This design comes from an exercise in tuning for small area on the open sky130 flow, not from production work.
In this exercise RTL edits were held to simulation tests only and were not proved equivalent to the original.

==> flow/design.v, too long to show whole: its modules and the start of the top module <==
// module g_fa: 4 lines
// module g_ha: 4 lines
// module g_xor2: 3 lines
// module g_xnor2: 3 lines
// module g_or2: 3 lines
// module g_nor2: 3 lines
// module g_nand2: 3 lines
// module g_inv: 3 lines
// module g_a22o: 3 lines
// module g_a22oi: 3 lines
// module g_a222oi: 3 lines
// module g_and2: 3 lines
// module g_mux2: 3 lines
// module ComplexALU: 1172 lines
// module g_and3: 3 lines
// module g_nand4: 3 lines
// module g_nand2r: 3 lines
// module rd_bit: 12 lines
// module rd_dec: 3 lines
// module RegisterFile: 22 lines
// module Processor: 48 lines
module Processor(
    input wire clk,
    input wire rst,
    input wire [15:0] instruction,
    output reg [4:0] pc,
    output wire [31:0] result,
    output wire [31:0] data_1,
    output wire [31:0] data_2
);
  // ...
==> flow/flow/run.sh <==
#!/bin/bash
# The standard layout (standard.sh) with these changes after synthesis:
#  - ports are buffered with buf_1 instead of the default port buffer,
#  - CTS builds its tree from clkbuf_8 with clusters of at most 16 sinks and
#    inserts no dummy loads.
# Synthesis is the standard synthesis, unchanged. Make output goes to
# synth.log and layout.log; ORFS keeps each step's own log under orfs/logs.
set -euo pipefail
bash standard.sh synth > synth.log 2>&1
export BUFFER_PORTS_ARGS="-buffer_cell sky130_fd_sc_hd__buf_1"
export CTS_ARGS="-sink_clustering_enable -repair_clock_nets -dont_use_dummy_load -buf_list sky130_fd_sc_hd__clkbuf_8 -sink_clustering_size 16 -sink_clustering_max_diameter 70"
bash standard.sh > layout.log 2>&1
==> flow/standard.sh <==
#!/bin/bash
# synth_recipe.tcl (not shown) runs the flow's synth.tcl, then flattens the netlist and writes it again
# the make line also repeats each setting of config.mk as NAME=value (left out here)
make -C /OpenROAD-flow-scripts/flow DESIGN_CONFIG=/design/flow/config.mk WORK_HOME=/design/flow/orfs CLKGATE_MAP_FILE= SYNTH_SCRIPT=/design/flow/synth_recipe.tcl "${@:-finish}"
==> flow/config.mk <==
export PLATFORM = sky130hd
export DESIGN_NAME = Processor
export DESIGN_NICKNAME = Processor
export VERILOG_FILES = /design/flow/design.v
export SDC_FILE = /design/flow/constraint.sdc
export NUM_CORES = 4
export LEC_CHECK = 0
export CAP_MARGIN = 20
export CORE_MARGIN = 2
export CORE_UTILIZATION = 40
export SLEW_MARGIN = 20
export SYNTH_HIERARCHICAL = 1
==> flow/constraint.sdc <==
create_clock -name core_clock -period 25.0 [get_ports {clk}]
set_input_delay 5.0000 -clock core_clock [delete_from_list [all_inputs] [get_ports {clk}]]
set_output_delay 5.0000 -clock core_clock [all_outputs]
set_load 0.01 [all_outputs]
==> results.txt, run 1 <==
Routing
The DRC violation count after routing is 0. The average wire length per cell after detail routing is around 32 um.

Floorplanning
During tapcell insertion the tool placed 1050 well taps. The floorplan step defined a die boundary enclosing just over 0.08 mm2.

Worst setup path
The capturing element type of the critical path is an output pin. The worst setup path is launched from an input pin. The critical path runs through a total of 34 cells. Of all nets on the critical path, the largest fanout is 18. Setup slack on the worst reg-to-reg path comes out at about 12000 ps.

Yosys
The mux cell area share after synthesis is 0.0711%. The post-synthesis net count is around 2600.

GRT
The overflow left after global routing is 0. For met2 alone, demand over resource in global routing was approximately 42%.

Place
The placer's final routability congestion estimate is ~0.93. The HPWL after detailed placement is ~76 mm.

Clock tree
The quantity of gates resized following cts is 0. In this run the deepest clock path goes through 3 buffers.

Timing
In the finished design, the share of the clock period the worst path needs comes to ~96%. The clock period minus final worst setup slack is roughly 24000 ps. In the post-route analysis, the smallest setup slack over all paths is around 1100 ps.

Job
The max-cap check violation count is 0.

Layout
Sequential cells placed in the final layout were counted as slightly above 500. The fill cell instance count of the final layout is slightly above 7000. The number of non-filler instances in the completed layout is roughly 3500. The register with the most flip-flops is registers.

Hold path
The worst hold path terminates at pc[0].

Outcome
The run finished with no timing, DRC or antenna violations.
==> module rd_dec, before the edit <==
module rd_dec(input [3:0] a, output [15:0] sel);
    assign sel = 16'd1 << a;
endmodule
==> run 2, diff against run 1 <==
--- a/flow/design.v
+++ b/flow/design.v
@@ -1235,3 +1235,23 @@
 module rd_dec(input [3:0] a, output [15:0] sel);
-    assign sel = 16'd1 << a;
+    wire [3:0] na, hn, ln;
+    g_inv i0(a[0], na[0]);
+    g_inv i1(a[1], na[1]);
+    g_inv i2(a[2], na[2]);
+    g_inv i3(a[3], na[3]);
+    g_nand2 h0(na[3], na[2], hn[0]);
+    g_nand2 h1(na[3], a[2], hn[1]);
+    g_nand2 h2(a[3], na[2], hn[2]);
+    g_nand2 h3(a[3], a[2], hn[3]);
+    g_nand2 l0(na[1], na[0], ln[0]);
+    g_nand2 l1(na[1], a[0], ln[1]);
+    g_nand2 l2(a[1], na[0], ln[2]);
+    g_nand2 l3(a[1], a[0], ln[3]);
+    genvar k, j;
+    generate
+        for (k = 0; k < 4; k = k + 1) begin : hi
+            for (j = 0; j < 4; j = j + 1) begin : lo
+                g_nor2 n(hn[k], ln[j], sel[4 * k + j]);
+            end
+        end
+    endgenerate
 endmodule
==> results.txt, run 2 <==
Clock tree
The cell sitting at the root of the clock tree is a clkbuf_8. The total setup buffers inserted after CTS is 0. The clock drives about 520 sinks.

The CTS H-tree depth is 2. The maximum clock path buffer count was 3 (unchanged). TritonCTS created 38 clock buffers. The cts-stage hold buffer count is 0. The later pin in the worst-skew pair is clocked with a latency of between 600 and 700 ps. The clock-pin slew on the worst setup and hold paths is ~100 ps. The quantity of gates resized following cts came to 0 (unchanged). The CTS tree is yes.

Layout
In the layout the commonest cells are edfxtp_1 (512), nand2_1 (488), fa_1 (345). The flip-flop count of the largest register, all copies and words added is just over 500. The fill cell instance count of the final layout is 7112 (-0.48%). The register with the most flip-flops is registers. Measured on the finished design, the core utilization comes to a little over two fifths. The most common cell after layout, fill and taps aside is edfxtp_1. The proportion of layout cells with a drive suffix above 1 is about 7.2%.

The largest registers in the layout are registers (512), pc (5). The final layout contains about 2800 nets. The layout-stage area growth over the synthesis result is 8.62%.

Routing
After detailed routing, the wire length on met1 is around 41 mm. The routed layout has around 23000 vias. The average wire length per cell after detail routing is 31.9 um (-0.64%). The met2 wire length is 51.3 mm. The number of routed nets with antenna violations is 0.

The first-pass detailed-route iteration total is 13. The highest metal layer carrying signal wires in the routed design is met5. The DRC violation count after routing was 0 (unchanged). The routed design uses about 13 mm of met3 wire. For this block, the initial DRC count from the detailed router was around 5500.

In the routed layout, each cell is associated on average with a via count of 6.70. Wires add up to around 110 mm.

Yosys
The synthesized instance count is 2234. The mean post-synth cell area is 14.1 um2. The flop and latch count out of synthesis is ~520. Sequential cells were found to cover 49.3% of the synthesized design area. The share of synthesized registers carrying an async set or reset is 0%. In the post-synthesis netlist, the cell with the most instances is edfxtp_1. The synthesized design contains 512 enable-type register cells.

In the synthesized netlist, the cells that appear most often are edfxtp_1 (512), nand2_1 (488), fa_1 (345), a222oi_1 (336), xnor2_1 (136). The synthesis warning total is 8. Synthesis instantiated 34 different standard cells from the library. The leading area contributor after synthesis is edfxtp_1. The area share of the largest cell type after synthesis is 48.9%. The leading register cell type out of synthesis is edfxtp_1.

The post-synthesis net count is 2599 (+0.62%). The total standard cell area after synthesis is about 0.031 mm2. Ranked by total cell area, the synthesized netlist is headed by edfxtp_1 (49%), fa_1 (22%), a222oi_1 (11%), nand2_1 (5.8%), xnor2_1 (3.8%).

Floorplanning
The die extent in y is 284 um. In this run the horizontal extent of the chip is 284 um. between 100 and 150 I/O pins were placed. The total area inside the core boundary comes to about 0.078 mm2. In this run the core area contains ~100 standard-cell rows. The initial standard-cell utilization of the core is 40.5%. The floorplan die area is 0.0808 mm2 (-0.76%).

GRT
The overflow left after global routing is 0 (unchanged). The number of global-route vias before repair is roughly 23000. The aggregate global-route resource usage is roughly 27%. The first global-routing pass estimated ~160 mm of wire.

The initial antenna violation count is 4. The pin count of the biggest net entering global routing is 34.

Timing
The number of hold-slack violations in the final timing report is 0. The share of the cycle needed by the critical path after routing is 93.7% (-1.8 points). The clock period minus final worst setup slack is 23420 ps (-460 ps). Adding up every negative setup slack in the final design gives 0 ps. Derived from the worst setup path, the maximum achievable clock frequency is approximately 43 MHz. The setup skew after layout is 57.3 ps.

Setup repair after global routing left no endpoint under its margin. In this run the tightest slew margin relative to its limit is about a quarter. For the pin with the worst max-slew slack, the measured transition is between 1000 and 1500 ps. The final worst slack is 1580 ps (+460 ps).

The number of slew-limit violations in the final report is 0. Setup violations remaining at the end of the flow were counted as 0.

Place
The number of port buffers is between 100 and 150. At the placement stage, the worst setup path has a slack of between 1500 and 2000 ps. The placer's final routability congestion estimate came to 0.967 (+4.2%). The HPWL after detailed placement came to 76.5 mm (+1.2%).

Worst setup path
The biggest cell delay along the critical path is 900 ps. STA puts the critical path data arrival time at 18420 ps. The worst setup path is of the input pin to output pin kind. The worst setup path is launched from an input pin. STA classifies the critical path endpoint as an output pin. The critical path required time is about 20000 ps. The largest individual stage delay along the critical path comes from the cell fa_1. The maximum fanout encountered on the critical timing path is 18 (unchanged). The cell that appears most often on the critical path is fa_1.

Outcome
The run finished with no timing, DRC or antenna violations.

Job
The max-cap check violation count is 0 (unchanged).

Hold path
In this run the worst hold path is classified as register to register.
[run 2: through the flow]
step / instance area (um2) / hold WS, ps / std cells
floorplan: 31400 / 469 / 2234
global placement: 33600 / 445 / 3432
detailed placement: 33600 / 458 / 3433
CTS: 34100 / 481 / 3471
global route: 34100 / 524 / 3473
finish: 34100 / 476 / 3473
[run 2: cell families after synthesis]
group	after synthesis	share of synthesized area [%]
adder cells (fa/ha/maj)	347	22.1
AO/OA/AOI/OAI	400	12.5
multiplexers	2	0.0717
XOR/XNOR	158	4.40
buffers and inverters	92	1.51
AND/OR/NAND/NOR	717	10.2
flip-flops	517	49.3
other	1	0.0119
[run 2: final cells by class]
class | instances | area [um2] | share of cell area [%]
Tap cell | 1040 | 1300 | 3.81
Antenna cell | 1 | 2.50 | 0.00733
Inverter | 57 | 214 | 0.627
Multi-Input combinational cell | 1625 | 15600 | 45.7
Clock buffer | 38 | 523 | 1.53
Sequential cell | 517 | 15500 | 45.3
Timing Repair Buffer | 195 | 1030 | 3.02
[run 2: worst max-delay path: cells and delay by family]
family / cells / cell delay, ps
AOI/OAI and AO/OA: 3 / 1590
xor gates and xnor gates: 1 / 140
adders and majority gates: 16 / 7500
buffers and inverters: 4 / 1080
and+or+nand+nor: 11 / 3040
[run 2: final timing paths]
check | depth (start not counted) | slack [ps] | startpoint | to
worst max register to register | 30 | 11810 | registers[6][17] | registers[14][15]
worst min register to register | 1 | 480 | pc[0] | pc[0]
worst min-delay path | 1 | 480 | pc[0] | pc[0]
worst max-delay path | 35 | 1580 | instruction[4] | result[15]
[run 2: layer usage]
metal | vias to the layer above | global-route usage (%)
met4 | 2 | 11.0
met3 | 273 | 5.17
met5 | - | 0
li1 | 9206 | -
met1 | 12000 | 36.2
met2 | 1786 | 42.9
[run 2: per-module statistics from Yosys (local to each module, per instance), excerpt]
module      area (um2)  copies in the design  cells
ComplexALU         293                     1     40
Processor        15800                     1    559
g_a222oi          10.0                   336      1
g_a22o            8.76                    48      1
g_and3            6.26                    64      1
g_fa              20.0                   345      1
g_ha              12.5                     1      1
g_inv             3.75                    56      1
g_nand2           3.75                   424      1
g_nand2r          3.75                    64      1
g_nand4           6.26                    64      1
g_nor2            3.75                    32      1
g_or2             6.26                    44      1
g_xnor2           8.76                   135      1
g_xor2            8.76                    22      1
==> module Processor, before the edit <==
module Processor(
    input wire clk,
    input wire rst,
    input wire [15:0] instruction,
    output reg [4:0] pc,
    output wire [31:0] result,
    output wire [31:0] data_1,
    output wire [31:0] data_2
);
reg [31:0] registers [15:0];
wire [511:0] q;
genvar r;
generate
    for (r = 0; r < 16; r = r + 1) begin : flat
        assign q[32 * r +: 32] = registers[r];
    end
endgenerate
RegisterFile reg_file_inst(
    .q(q),
    .read_addr1(instruction[11:8]),
    .read_addr2(instruction[7:4]),
    .read_data1(data_1),
    .read_data2(data_2)
);
ComplexALU alu(
    .operand1(data_1),
    .operand2(data_2),
    .opcode(instruction[15:12]),
    .kill(rst),
    .result(result)
);
wire [15:0] wsel = 16'd1 << instruction[3:0];
wire [31:0] wd0 = result | ({32{rst}} & 32'h00010002);
wire [31:0] wd1 = result | ({32{rst}} & 32'h00030004);
integer i;
always @(posedge clk) begin
    if (rst | wsel[0]) registers[0] <= wd0;
    if (rst | wsel[1]) registers[1] <= wd1;
    for (i = 2; i < 16; i = i + 1)
        if (rst | wsel[i]) registers[i] <= result;
end
always @(posedge clk) begin
    if (rst)
        pc <= 5'd0;
    else
        pc <= pc + 1;
end
endmodule
==> run 3, diff against run 2 <==
--- a/flow/design.v
+++ b/flow/design.v
@@ -1219,2 +1219,5 @@
 endmodule
+module g_o21ai(input a1, input a2, input b1, output y);
+    assign y = ~((a1 | a2) & b1);
+endmodule
 module g_nand2r(input a, input b, output y);
@@ -1257,2 +1260,27 @@
 endmodule
+module wr_dec(input [3:0] a, input rst, output [15:0] we);
+    wire [3:0] na, hn, ln;
+    wire nrst;
+    g_inv i0(a[0], na[0]);
+    g_inv i1(a[1], na[1]);
+    g_inv i2(a[2], na[2]);
+    g_inv i3(a[3], na[3]);
+    g_inv ir(rst, nrst);
+    g_nand2 h0(na[3], na[2], hn[0]);
+    g_nand2 h1(na[3], a[2], hn[1]);
+    g_nand2 h2(a[3], na[2], hn[2]);
+    g_nand2 h3(a[3], a[2], hn[3]);
+    g_nand2 l0(na[1], na[0], ln[0]);
+    g_nand2 l1(na[1], a[0], ln[1]);
+    g_nand2 l2(a[1], na[0], ln[2]);
+    g_nand2 l3(a[1], a[0], ln[3]);
+    genvar k, j;
+    generate
+        for (k = 0; k < 4; k = k + 1) begin : hi
+            for (j = 0; j < 4; j = j + 1) begin : lo
+                g_o21ai n(hn[k], ln[j], nrst, we[4 * k + j]);
+            end
+        end
+    endgenerate
+endmodule
 module RegisterFile(
@@ -1310,3 +1338,4 @@
 );
-wire [15:0] wsel = 16'd1 << instruction[3:0];
+wire [15:0] we;
+wr_dec wdec(.a(instruction[3:0]), .rst(rst), .we(we));
 wire [31:0] wd0 = result | ({32{rst}} & 32'h00010002);
@@ -1315,6 +1344,6 @@
 always @(posedge clk) begin
-    if (rst | wsel[0]) registers[0] <= wd0;
-    if (rst | wsel[1]) registers[1] <= wd1;
+    if (we[0]) registers[0] <= wd0;
+    if (we[1]) registers[1] <= wd1;
     for (i = 2; i < 16; i = i + 1)
-        if (rst | wsel[i]) registers[i] <= result;
+        if (we[i]) registers[i] <= result;
 end
==> results.txt, run 3 <==
Clock tree
The clock root buffer is clkbuf_8. The total setup buffers inserted after CTS is 0 (unchanged). The maximum clock path buffer count is 3 (unchanged). The clock-pin slew on the worst setup and hold paths is 90 ps (about the same). The cts-stage hold buffer count came to 0 (unchanged). The total clock buffers created by CTS is 39 (+2.6%).

The later-pin clock latency in the skew report is 600 ps (-20 ps). The CTS H-tree depth is 2 (unchanged). The quantity of gates resized following cts is 0 (unchanged). The clock sink total came to 517 (unchanged).

The CTS tree is yes.

Floorplanning
The die extent in y was 284 um (-0.12%). The floorplan die area is 0.0806 mm2 (-0.24%). The I/O pin total is 119 (unchanged).

The width of the die is 284 um (-0.12%). The floorplan row count is 102 (unchanged). The initial standard-cell utilization of the core was 40.5% (about the same). The core outline area is 0.0775 mm2 (-0.16%).

Place
The HPWL after detailed placement is 75.5 mm (-1.3%). The placer's final routability congestion estimate is 0.937 (-3.2%). The total cell area at the placement stage is 0.0340 mm2 (+1.3%).

The number of port buffers came to 118 (unchanged).

Layout
The summed area of non-filler cells in the final layout is 0.0346 mm2 (+1.3%). The largest registers in the layout are registers (512), pc (5). The total number of nets in the final design was 2833 (+1.2%). The flip-flop count of the largest register, all copies and words added is 512 (unchanged). The top cell types in the final layout, fill and taps aside, are edfxtp_1 (512), nand2_1 (496), fa_1 (345). The layout-stage area growth over the synthesis result is 10.3%.

Leaving out fill and tap cells, the most frequent cell in the layout is edfxtp_1. The register with the most flip-flops in the final layout is registers. The proportion of layout cells with a drive suffix above 1 is 7.91% (+0.67 points).

Outcome
The run finished with no timing, DRC or antenna violations.

Yosys
The mean post-synth cell area is 14.0 um2 (-0.46%). The synthesis warning total is 8 (unchanged). By area the synthesized netlist is led by edfxtp_1 (49%), fa_1 (22%), a222oi_1 (11%), nand2_1 (5.9%), xnor2_1 (3.8%). The leading area contributor after synthesis is edfxtp_1. The area share of the largest cell type after synthesis came to 49.1% (+0.12 points). The post-synthesis net count is 2604 (+0.19%).

The sequential-to-total area share from yosys stat is 49.4% (+0.12 points). Yosys instantiated no cell more often than edfxtp_1. The number of synthesized flops with an enable pin is 512 (unchanged).

The synthesized instance count came to 2239 (+0.22%). The share of synthesized registers carrying an async set or reset was 0% (unchanged). The distinct cell type count of the synthesized netlist is 27 (-21%). The total standard cell area after synthesis is 0.0313 mm2 (-0.24%). The flop and latch count out of synthesis was 517 (unchanged). In the synthesized netlist, the cells that appear most often are edfxtp_1 (512), nand2_1 (496), fa_1 (345), a222oi_1 (336), xnor2_1 (136). The leading register cell type out of synthesis is edfxtp_1.

GRT
The global-route track usage on met1 is 36.4% (+0.13 points). The busiest layer in global routing is met2. The aggregate global-route resource usage is 26.6% (-0.34 points). The met2 demand-to-capacity share in global routing was 42.9% (about the same). The global-route track usage on met3 is 4.38% (-0.79 points). The pin count of the biggest net entering global routing was 34 (unchanged).

The number of global-route vias before repair came to 23500 (+0.66%). The global-route wire length before repair came to 159 mm (-0.76%). The overflow left after global routing came to 0 (unchanged). The initial antenna violation count is 4 (unchanged).

Job
The max-cap check violation count is 0 (unchanged).

Worst setup path
The most numerous cell on the critical path is fa_1. The critical path required time is 20000 ps (about the same). For this design, the slowest cell found on the critical path is fa_1.

The maximum fanout encountered on the critical timing path is 32 (+14). The setup slack on the worst flop-to-flop path is 11990 ps (+180 ps). In this run the critical register-to-register path is captured at registers[5][31]. Among cell families on the critical path, the largest total delay comes from adder cells. The kind of critical path is input pin to output pin.

The capturing element type of the critical path is an output pin. The worst register-to-register path begins at registers[0][1]. The biggest cell delay along the critical path is 980 ps (+80 ps).

The worst path arrival time is 18430 ps (about the same). The number of cells on the worst reg-to-reg path came to 29 (-3.3%). The worst setup path is launched from an input pin. The combined buffer and inverter count along the critical path is 4 (unchanged).

Hold path
The path class of the tightest hold or removal check is register to register. The launch point of the worst hold path is pc[0]. The path with the worst hold slack has its endpoint at pc[0]. The count of cells along the worst hold path is 1 (unchanged).

Timing
The worst slew margin relative to its limit is 24.6% (-0.19 points). The fmax is 42.7 MHz (about the same). The accumulated negative setup slack is 0 ps (unchanged). The number of slew-limit violations in the final report came to 0 (unchanged). The setup skew after layout was 72.3 ps (+15.0 ps). The actual slew at the worst max-slew pin is 1130 ps (-0.444 ps). Setup repair after global routing left no endpoint under its margin. The number of hold-slack violations in the final timing report is 0 (unchanged).

The share of the cycle needed by the critical path after routing is 93.7% (about the same). The clock period minus final worst setup slack is 23430 ps (+19.0 ps). The count of endpoints failing setup in the final report is 0 (unchanged).

Routing
The routed via count divided by cell count is 6.63 (-1.1%). The total wire length was 109 mm (-1.4%). The number of routed nets with antenna violations is 0 (unchanged).

The first-pass detailed-route iteration total came to 14 (+1). The DRC violation count after routing is 0 (unchanged). The average wire length per cell after detail routing was 31.2 um (-2.3%). The vias after detailed routing is 23300 (-0.090%). The starting DRC count in detailed routing came to 4829 (-12%).
==> run 3: changes by cell type in the layout (fill, tap and decap cells not counted), sizes merged <==
cell / change
a21o: -9
a31o: -6
a41o: -1
buf: +27
diode: +1
inv: +5
nand2: +8
nor2: -2
nor2b: -4
o21ai: +16
==> run 3: cell families (layout without fill, tap and decap cells) <==
kind of cell / count (synthesis) / after routing / synth area share, %
AND/OR/NAND/NOR: 719 / 719 / 10.1
flip-flops: 517 / 517 / 49.4
AO/OA/AOI/OAI: 400 / 400 / 12.3
adder cells (fa/ha/maj): 347 / 347 / 22.1
XOR/XNOR: 158 / 158 / 4.42
buffers and inverters: 95 / 322 / 1.53
multiplexers: 2 / 2 / 0.0958
other: 1 / 3 / 0.0120
==> run 3: worst max path at each step <==
stage / start / endpoint / slack (ps) / depth (start not counted)
floorplan: instruction[4] / result[15] / 3130 / 37
global placement: instruction[11] / result[15] / 1940 / 36
detailed placement: instruction[11] / result[31] / 1770 / 35
CTS: instruction[11] / result[31] / 1720 / 35
global route: instruction[11] / result[15] / 1120 / 36
finish: instruction[11] / result[31] / 1570 / 35
==> run 3: area by class of cell <==
class	instances	area (um2)
well taps	1040	1300
fillers	6961	42900
inverters	62	233
clock buffers	39	537
repair buffers	221	1220
multi-input cells	1627	15800
diodes	2	5.00
flip-flops and latches	517	15500
==> run 3: stage by stage <==
stage	utilization, %	hold slack (ps)	instances	setup WS (ps)
2_1_floorplan	-	469	2239	3130
3_3_place_gp	43.9	446	3467	1940
3_5_place_dp	43.9	457	3467	1770
5_1_grt	44.6	503	3507	1120
6_report	44.6	478	3508	1570
4_1_cts	44.6	478	3506	1720
==> run 3: layer usage <==
layer | vias to the layer above | wire (um)
met3 | 246 | 12200
li1 | 9262 | -
met1 | 12100 | 42100
met4 | 4 | 4240
met5 | - | 25
met2 | 1660 | 50800
==> run 3: per-module statistics from Yosys (local to each module, per instance), a selection <==
module	area [um2]	flip-flops and latches
g_xor2	8.76	0
g_xnor2	8.76	0
g_nand2r	3.75	0
g_ha	12.5	0
g_a22o	8.76	0
g_and3	6.26	0
g_inv	3.75	0
g_or2	6.26	0
ComplexALU	293	0
g_a222oi	10.0	0
g_nand4	6.26	0
g_o21ai	5.00	0
g_fa	20.0	0
g_nor2	3.75	0
g_nand2	3.75	0
==> run 4, diff against run 3 <==
==> flow/flow/run.sh (replaced) <==
#!/bin/bash
# The standard layout (standard.sh) with these changes after synthesis:
#  - ports are buffered with buf_1 instead of the default port buffer,
#  - CTS builds its tree from clkbuf_8 with clusters of at most 14 sinks and
#    inserts no dummy loads.
# Synthesis is the standard synthesis, unchanged. Make output goes to
# synth.log and layout.log; ORFS keeps each step's own log under orfs/logs.
set -euo pipefail
bash standard.sh synth > synth.log 2>&1
export BUFFER_PORTS_ARGS="-buffer_cell sky130_fd_sc_hd__buf_1"
export CTS_ARGS="-sink_clustering_enable -repair_clock_nets -dont_use_dummy_load -buf_list sky130_fd_sc_hd__clkbuf_8 -sink_clustering_size 14 -sink_clustering_max_diameter 60"
bash standard.sh > layout.log 2>&1
==> results.txt, run 4 <==
Outcome
The flow ran to the end and the layout has no timing, DRC or antenna violations.

Layout
The number of non-filler instances in the completed layout was 3512 (+0.11%). The top cell types in the final layout, fill and taps aside, are edfxtp_1 (512), nand2_1 (496), fa_1 (345). Compared with the post-synthesis result, the final layout area differs by 10.5%. The most common cell after layout, fill and taps aside is edfxtp_1. The proportion of layout cells with a drive suffix above 1 was 8.09% (+0.19 points). The register with the most flip-flops is registers.

In the final layout, the registers with the most flip-flops are registers (512), pc (5). The total number of nets in the final design is 2838 (+0.18%). The flip-flop count of the largest register, all copies and words added was 512 (unchanged).

Hold path
The min-delay analysis places its worst path in the category register to register. The count of cells along the worst hold path was 1 (unchanged). For hold timing, the worst endpoint is pc[0].

The launch point of the worst hold path is pc[0].

Clock tree
The clock root buffer is clkbuf_8. The later-pin clock latency in the skew report is 620 ps (+20 ps). The cts-stage hold buffer count is 0 (unchanged).

The maximum clock path buffer count came to 3 (unchanged). The total setup buffers inserted after CTS came to 0 (unchanged). The quantity of gates resized following cts is 0 (unchanged). The CTS tree is yes. The clock sink total is 517 (unchanged). The CTS H-tree depth is 2 (unchanged).

The clock-pin slew on the worst setup and hold paths is 60 ps (-30 ps). The total clock buffers created by CTS is 44 (+13%).

Yosys
The total standard cell area after synthesis is 0.0313 mm2 (unchanged). The synthesis warning total was 8 (unchanged). The share of synthesized registers carrying an async set or reset is 0% (unchanged).

The synthesized instance count is 2239 (unchanged). The flop and latch count out of synthesis was 517 (unchanged). The area share of the largest cell type after synthesis is 49.1% (unchanged). The distinct cell type count of the synthesized netlist was 27 (unchanged).

The number of synthesized flops with an enable pin is 512 (unchanged). Sorting the synthesized cells by area gives the leading types as edfxtp_1 (49%), fa_1 (22%), a222oi_1 (11%), nand2_1 (5.9%), xnor2_1 (3.8%). The post-synthesis net count is 2604 (unchanged). The sequential-to-total area share from yosys stat was 49.4% (unchanged).

The mean post-synth cell area is 14.0 um2 (unchanged). By count the netlist is led by edfxtp_1 (512), nand2_1 (496), fa_1 (345), a222oi_1 (336), xnor2_1 (136). The leading area contributor after synthesis is edfxtp_1. The most instantiated library cell after synthesis is edfxtp_1. The leading register cell type out of synthesis is edfxtp_1.

Worst setup path
The critical path required time is 20000 ps (about the same). The biggest cell delay along the critical path is 1000 ps (+20 ps). The cell that appears most often on the critical path is fa_1. The worst register-to-register path begins at registers[0][1]. The number of cells on the worst reg-to-reg path is 29 (unchanged). The maximum fanout encountered on the critical timing path was 32 (unchanged). The capturing element type of the critical path is an output pin. The slowest cell on the critical path is fa_1.

The critical register-to-register path endpoint is registers[12][31]. In this design, the largest share of critical-path delay is due to adder cells. The setup slack on the worst flop-to-flop path is 12050 ps (+60 ps). The combined buffer and inverter count along the critical path is 4 (unchanged).

The worst path arrival time is 18370 ps (-60 ps). The critical path in this run is classified as input pin to output pin. The nature of the critical path startpoint is an input pin.

Routing
The routed via count divided by cell count was 6.65 (+0.31%). The average wire length per cell after detail routing came to 31.1 um (-0.24%). The first-pass detailed-route iteration total is 14 (unchanged).

The vias after detailed routing is 23300 (+0.42%). The DRC violation count after routing came to 0 (unchanged). The starting DRC count in detailed routing was 4511 (-6.6%). The total wire length is 109 mm (-0.12%). The number of routed nets with antenna violations is 0 (unchanged).

Timing
The accumulated negative setup slack was 0 ps (unchanged). The share of the cycle needed by the critical path after routing is 93.5% (-0.25 points). The count of endpoints failing setup in the final report is 0 (unchanged).

The clock period minus final worst setup slack is 23370 ps (-62.2 ps). The setup skew after layout is 67.4 ps (-4.88 ps). The worst slew margin relative to its limit is 24.6% (about the same).

The number of slew-limit violations in the final report is 0 (unchanged). The number of hold-slack violations in the final timing report came to 0 (unchanged). Setup repair after global routing left no endpoint under its margin. The fmax is 42.8 MHz (+0.27%). The actual slew at the worst max-slew pin is 1130 ps (+0.260 ps).

GRT
The overflow left after global routing is 0 (unchanged). The aggregate global-route resource usage was 26.5% (-0.048 points). The global-route wire length before repair is 159 mm (about the same).

The number of global-route vias before repair is 23600 (+0.36%). The initial antenna violation count is 6 (+2). The pin count of the biggest net entering global routing is 34 (unchanged).

Place
The HPWL after detailed placement came to 75.5 mm (unchanged). The placer's final routability congestion estimate came to 0.937 (unchanged). The cell total after placement is 3467 (unchanged). The number of port buffers is 118 (unchanged).

Floorplanning
The I/O pin total came to 119 (unchanged). The floorplan die area is 0.0806 mm2 (unchanged). The floorplan row count is 102 (unchanged). The width of the die was 284 um (unchanged). The die extent in y is 284 um (unchanged). The core outline area is 0.0775 mm2 (unchanged). The initial standard-cell utilization of the core came to 40.5% (unchanged).

Job
The max-cap check violation count is 0 (unchanged).
==> run 4: cell counts after synthesis <==
Identical to the previous run, type by type.
==> run 4: worst max path at each step <==
stage / startpoint / to / slack, ps / cells after the start
2_1_floorplan: instruction[4] / result[15] / 3130 / 37
3_3_place_gp: instruction[11] / result[15] / 1940 / 36
3_5_place_dp: instruction[11] / result[31] / 1770 / 35
4_1_cts: instruction[11] / result[31] / 1720 / 35
5_1_grt: instruction[11] / result[15] / 1120 / 36
6_report: instruction[11] / result[31] / 1630 / 35
==> run 4: final cells by class <==
type	count	area [um2]
Antenna cell	1	2.50
Timing Repair Buffer	221	1220
Sequential cell	517	15500
Clock buffer	44	606
Tap cell	1040	1300
Inverter	62	233
Fill cell	6973	42800
Multi-Input combinational cell	1627	15800
==> run 4: cells by family after synthesis <==
family                   after synthesis  synth area share, %
flip-flops                           517                 49.4
buffers and inverters                 95                 1.53
other                                  1               0.0120
adder cells (fa/ha/maj)              347                 22.1
AND/OR/NAND/NOR                      719                 10.1
AO/OA/AOI/OAI                        400                 12.3
multiplexers                           2               0.0958
XOR/XNOR                             158                 4.42
==> run 4: metrics by stage <==
| step | util [%] | worst slack (ps) | area (um2) | hold slack [ps] |
|---|---|---|---|---|
| finish | 44.7 | 1630 | 34600 | 473 |
| global route | 44.7 | 1120 | 34600 | 492 |
| CTS | 44.7 | 1720 | 34600 | 471 |
| detailed placement | 43.9 | 1770 | 34000 | 457 |
| global placement | 43.9 | 1940 | 34000 | 446 |
| floorplan | - | 3130 | 31300 | 469 |
==> run 4: per-layer routing <==
layer	vias up	part of all wire (%)	track usage, %	routed length, um
met5	-	0.056	0	61
met4	10	4.1	9.74	4460
met3	254	11	4.32	12400
met2	1712	46	42.8	50700
met1	12100	38	36.2	41500
li1	9277	-	-	-
==> run 4: modules after synthesis, one instance, submodules excluded, excerpt <==
module | area, um2 | cells inside
ComplexALU | 293 | 40
Processor | 15600 | 535
g_o21ai | 5.00 | 1
g_or2 | 6.26 | 1
g_ha | 12.5 | 1
g_a222oi | 10.0 | 1
==> run 5, diff against run 4 <==
--- a/flow/design.v
+++ b/flow/design.v
@@ -1219,5 +1219,2 @@
 endmodule
-module g_o21ai(input a1, input a2, input b1, output y);
-    assign y = ~((a1 | a2) & b1);
-endmodule
 module g_nand2r(input a, input b, output y);
@@ -1260,27 +1257,2 @@
 endmodule
-module wr_dec(input [3:0] a, input rst, output [15:0] we);
-    wire [3:0] na, hn, ln;
-    wire nrst;
-    g_inv i0(a[0], na[0]);
-    g_inv i1(a[1], na[1]);
-    g_inv i2(a[2], na[2]);
-    g_inv i3(a[3], na[3]);
-    g_inv ir(rst, nrst);
-    g_nand2 h0(na[3], na[2], hn[0]);
-    g_nand2 h1(na[3], a[2], hn[1]);
-    g_nand2 h2(a[3], na[2], hn[2]);
-    g_nand2 h3(a[3], a[2], hn[3]);
-    g_nand2 l0(na[1], na[0], ln[0]);
-    g_nand2 l1(na[1], a[0], ln[1]);
-    g_nand2 l2(a[1], na[0], ln[2]);
-    g_nand2 l3(a[1], a[0], ln[3]);
-    genvar k, j;
-    generate
-        for (k = 0; k < 4; k = k + 1) begin : hi
-            for (j = 0; j < 4; j = j + 1) begin : lo
-                g_o21ai n(hn[k], ln[j], nrst, we[4 * k + j]);
-            end
-        end
-    endgenerate
-endmodule
 module RegisterFile(
@@ -1338,4 +1310,3 @@
 );
-wire [15:0] we;
-wr_dec wdec(.a(instruction[3:0]), .rst(rst), .we(we));
+wire [15:0] wsel = 16'd1 << instruction[3:0];
 wire [31:0] wd0 = result | ({32{rst}} & 32'h00010002);
@@ -1344,6 +1315,6 @@
 always @(posedge clk) begin
-    if (we[0]) registers[0] <= wd0;
-    if (we[1]) registers[1] <= wd1;
+    if (rst | wsel[0]) registers[0] <= wd0;
+    if (rst | wsel[1]) registers[1] <= wd1;
     for (i = 2; i < 16; i = i + 1)
-        if (we[i]) registers[i] <= result;
+        if (rst | wsel[i]) registers[i] <= result;
 end
==> results.txt, run 5 <==
Outcome
The run finished with no timing, DRC or antenna violations.

Worst setup path
The maximum fanout encountered on the critical timing path is 18 (-44%). The nature of the critical path startpoint is an input pin. The slowest cell on the critical path is fa_1. The number of cells on the worst reg-to-reg path is 30 (+3.4%). The critical path required time was 20000 ps (about the same). STA classifies the critical path endpoint as an output pin.

The kind of critical path is input pin to output pin. The worst path arrival time is 18490 ps (+120 ps). The biggest cell delay along the critical path is 900 ps (-100 ps). The critical register-to-register path endpoint is registers[6][15]. The most numerous cell on the critical path is fa_1. The startpoint of the worst register-to-register path is registers[6][17].

The setup slack on the worst flop-to-flop path came to 11790 ps (-260 ps).

Floorplanning
The initial standard-cell utilization of the core is 40.5% (about the same). The floorplan row count came to 102 (unchanged). The floorplan die area is 0.0808 mm2 (+0.24%). The die extent in y is 284 um (+0.12%). The core outline area is 0.0776 mm2 (+0.16%). The width of the die came to 284 um (+0.12%). The I/O pin total is 119 (unchanged).

Routing
The vias after detailed routing came to 23200 (-0.73%). The DRC violation count after routing is 0 (unchanged). The first-pass detailed-route iteration total was 15 (+1). The average wire length per cell after detail routing came to 31.9 um (+2.7%). The starting DRC count in detailed routing was 5383 (+19%). The total wire length is 111 mm (+1.8%). The routed via count divided by cell count was 6.66 (+0.18%). The number of routed nets with antenna violations is 0 (unchanged).

GRT
The initial antenna violation count was 3 (-3). The global-route wire length before repair is 160 mm (+0.81%). The overflow left after global routing is 0 (unchanged). The pin count of the biggest net entering global routing is 34 (unchanged). The aggregate global-route resource usage is 26.9% (+0.41 points). The number of global-route vias before repair was 23400 (-1.1%).

Yosys
The flop and latch count out of synthesis is 517 (unchanged). The most instantiated library cell after synthesis is edfxtp_1. The area share of the largest cell type after synthesis is 48.9% (-0.12 points). The number of synthesized flops with an enable pin is 512 (unchanged). The commonest cells after synthesis are edfxtp_1 (512), nand2_1 (488), fa_1 (345), a222oi_1 (336), xnor2_1 (136). The post-synthesis net count is 2599 (-0.19%). The sequential-to-total area share from yosys stat was 49.3% (-0.12 points).

The synthesized instance count is 2234 (-0.22%). The total standard cell area after synthesis is 0.0314 mm2 (+0.24%). Summed over all instances, the cell type with the most area after synthesis is edfxtp_1. The distinct cell type count of the synthesized netlist is 34 (+26%). By area the synthesized netlist is led by edfxtp_1 (49%), fa_1 (22%), a222oi_1 (11%), nand2_1 (5.8%), xnor2_1 (3.8%). The share of synthesized registers carrying an async set or reset is 0% (unchanged). The synthesis warning total is 8 (unchanged). The mean post-synth cell area is 14.1 um2 (+0.46%). The leading register cell type out of synthesis is edfxtp_1.

Place
The HPWL after detailed placement came to 76.5 mm (+1.3%). The placer's final routability congestion estimate came to 0.967 (+3.3%). The number of port buffers came to 118 (unchanged). The total cell area at the placement stage was 0.0336 mm2 (-1.3%). The worst slack after detailed placement is 1780 ps (+16.8 ps).

Timing
The fmax is 42.6 MHz (-0.52%). The actual slew at the worst max-slew pin is 1130 ps (+0.581 ps). The setup skew after layout is 86.7 ps (+19.3 ps). The clock period minus final worst setup slack was 23490 ps (+122 ps). Setup repair after global routing left no endpoint under its margin.

The worst slew margin relative to its limit is 24.8% (+0.19 points). The accumulated negative setup slack is 0 ps (unchanged). The share of the cycle needed by the critical path after routing was 94.0% (+0.49 points). The number of hold-slack violations in the final timing report is 0 (unchanged). The count of endpoints failing setup in the final report was 0 (unchanged). The final worst slack was 1510 ps (-122 ps). The number of slew-limit violations in the final report came to 0 (unchanged).

Layout
The proportion of layout cells with a drive suffix above 1 is 7.47% (-0.63 points). The register with the most flip-flops is registers. The summed area of non-filler cells in the final layout came to 0.0342 mm2 (-1.2%). The flip-flop count of the largest register, all copies and words added is 512 (unchanged).

The largest registers in the layout are registers (512), pc (5). The layout-stage area growth over the synthesis result is 8.89%. The top cell types in the final layout, fill and taps aside, are edfxtp_1 (512), nand2_1 (488), fa_1 (345). The total number of nets in the final design was 2805 (-1.2%).

Leaving out fill and tap cells, the most frequent cell in the layout is edfxtp_1.

Hold path
The count of cells along the worst hold path is 1 (unchanged). The worst min-delay path endpoint is pc[0]. In this run the most critical hold path is launched from pc[0]. The min-delay analysis places its worst path in the category register to register.

Clock tree
The clock sink total was 517 (unchanged). The clock-pin slew on the worst setup and hold paths is 90 ps (+30 ps). The quantity of gates resized following cts came to 0 (unchanged). The maximum clock path buffer count is 3 (unchanged). The total clock buffers created by CTS is 44 (unchanged). The tree is rooted in a clkbuf_8.

The CTS H-tree depth came to 2 (unchanged). The cts-stage hold buffer count was 0 (unchanged). TritonCTS built the clock tree. The total setup buffers inserted after CTS is 0 (unchanged).

The later-pin clock latency in the skew report is 630 ps (about the same).

Job
The max-cap check violation count is 0 (unchanged).
## run 5: kinds of logic (layout without fill, tap and decap cells)
logic type / Yosys count / in the layout / share of synthesized area (%)
xor+xnor: 158 / 158 / 4.40
other cells: 1 / 3 / 0.0119
buf+inv: 92 / 296 / 1.51
flops: 517 / 517 / 49.3
fa+ha+maj: 347 / 347 / 22.1
simple gates: 717 / 717 / 10.2
mux: 2 / 2 / 0.0717
compound gates: 400 / 400 / 12.5
## run 5: cell type report
cell class | instances | area [um2]
Sequential cell | 517 | 15500
Clock buffer | 44 | 606
Tap cell | 1040 | 1300
Antenna cell | 2 | 5.00
Inverter | 57 | 214
Timing Repair Buffer | 195 | 1030
Multi-Input combinational cell | 1625 | 15600
Fill cell | 7099 | 43400
## run 5: metal layers
metal	part of all wire [%]	GRT usage (%)	vias to the layer above
met5	0.013	0	-
met4	4.4	10.8	2
met3	11	5.06	274
met2	46	43.0	1767
met1	38	36.4	11900
li1	-	-	9215
## run 5: how the worst max path moves through the flow
stage / start / endpoint / slack [ps] / cells after the start
2_1_floorplan: instruction[4] / result[15] / 3130 / 37
3_3_place_gp: instruction[7] / result[31] / 1920 / 34
3_5_place_dp: instruction[7] / result[31] / 1780 / 34
4_1_cts: instruction[7] / result[31] / 1790 / 34
5_1_grt: instruction[7] / result[31] / 1270 / 34
6_report: instruction[5] / result[15] / 1510 / 35
## run 5: Yosys stat by module (local to each module, per instance), excerpt
module      cells  area [um2]
ComplexALU     40         293
g_fa            1        20.0
g_and3          1        6.26
g_nand2         1        3.75
g_nor2          1        3.75
g_nand2r        1        3.75
## run 5: worst max-delay path: cells and delay by family
kind | cells | cell delay, ps
buf+inv | 4 | 1110
simple gates | 11 | 3120
xor+xnor | 1 | 140
compound gates | 3 | 1580
fa+ha+maj | 16 | 7520
## run 5: through the flow
step	utilization [%]	instances	hold slack, ps
after global placement	43.3	3432	445
after global routing	44.1	3479	521
final	44.1	3480	473
after detailed placement	43.3	3433	458
after floorplan	-	2234	469
after CTS	44.1	3477	479

[static timing again, ports no longer ideal]
In the flow no input, the clock included, has a driving cell. The finished layouts below were timed again as built, in two steps.
Step 1 assumes that a clkbuf_16 drives the clock port and a buf_2 every other input.
Step 2, shift: input delay + t, output delay - t, t = (earliest + latest rising clock arrival at the registers) / 2. This alone moves slack from input paths to output paths.
Slacks: no drivers / after step 1 / after step 2; pairs: no drivers / after step 1.
| run | t (ns) | setup slack, ns | hold slack, ns |
|---|---|---|---|
| run 1 | 0.623 | 1.125 / 1.075 / 1.075 | 0.484 / 0.484 / 0.484 |
| run 2 | 0.641 | 1.585 / 1.556 / 1.556 | 0.476 / 0.476 / 0.476 |
| run 3 | 0.621 | 1.566 / 1.523 / 1.523 | 0.478 / 0.478 / 0.478 |
| run 4 | 0.639 | 1.628 / 1.583 / 1.583 | 0.473 / 0.473 / 0.473 |
| run 5 | 0.637 | 1.506 / 1.472 / 1.473 | 0.473 / 0.473 / 0.473 |
After both steps setup and hold are still met in every run listed. The setup slack of run 1, which loses most, moves by -0.050 ns with the drivers and by -0.050 ns with both steps.
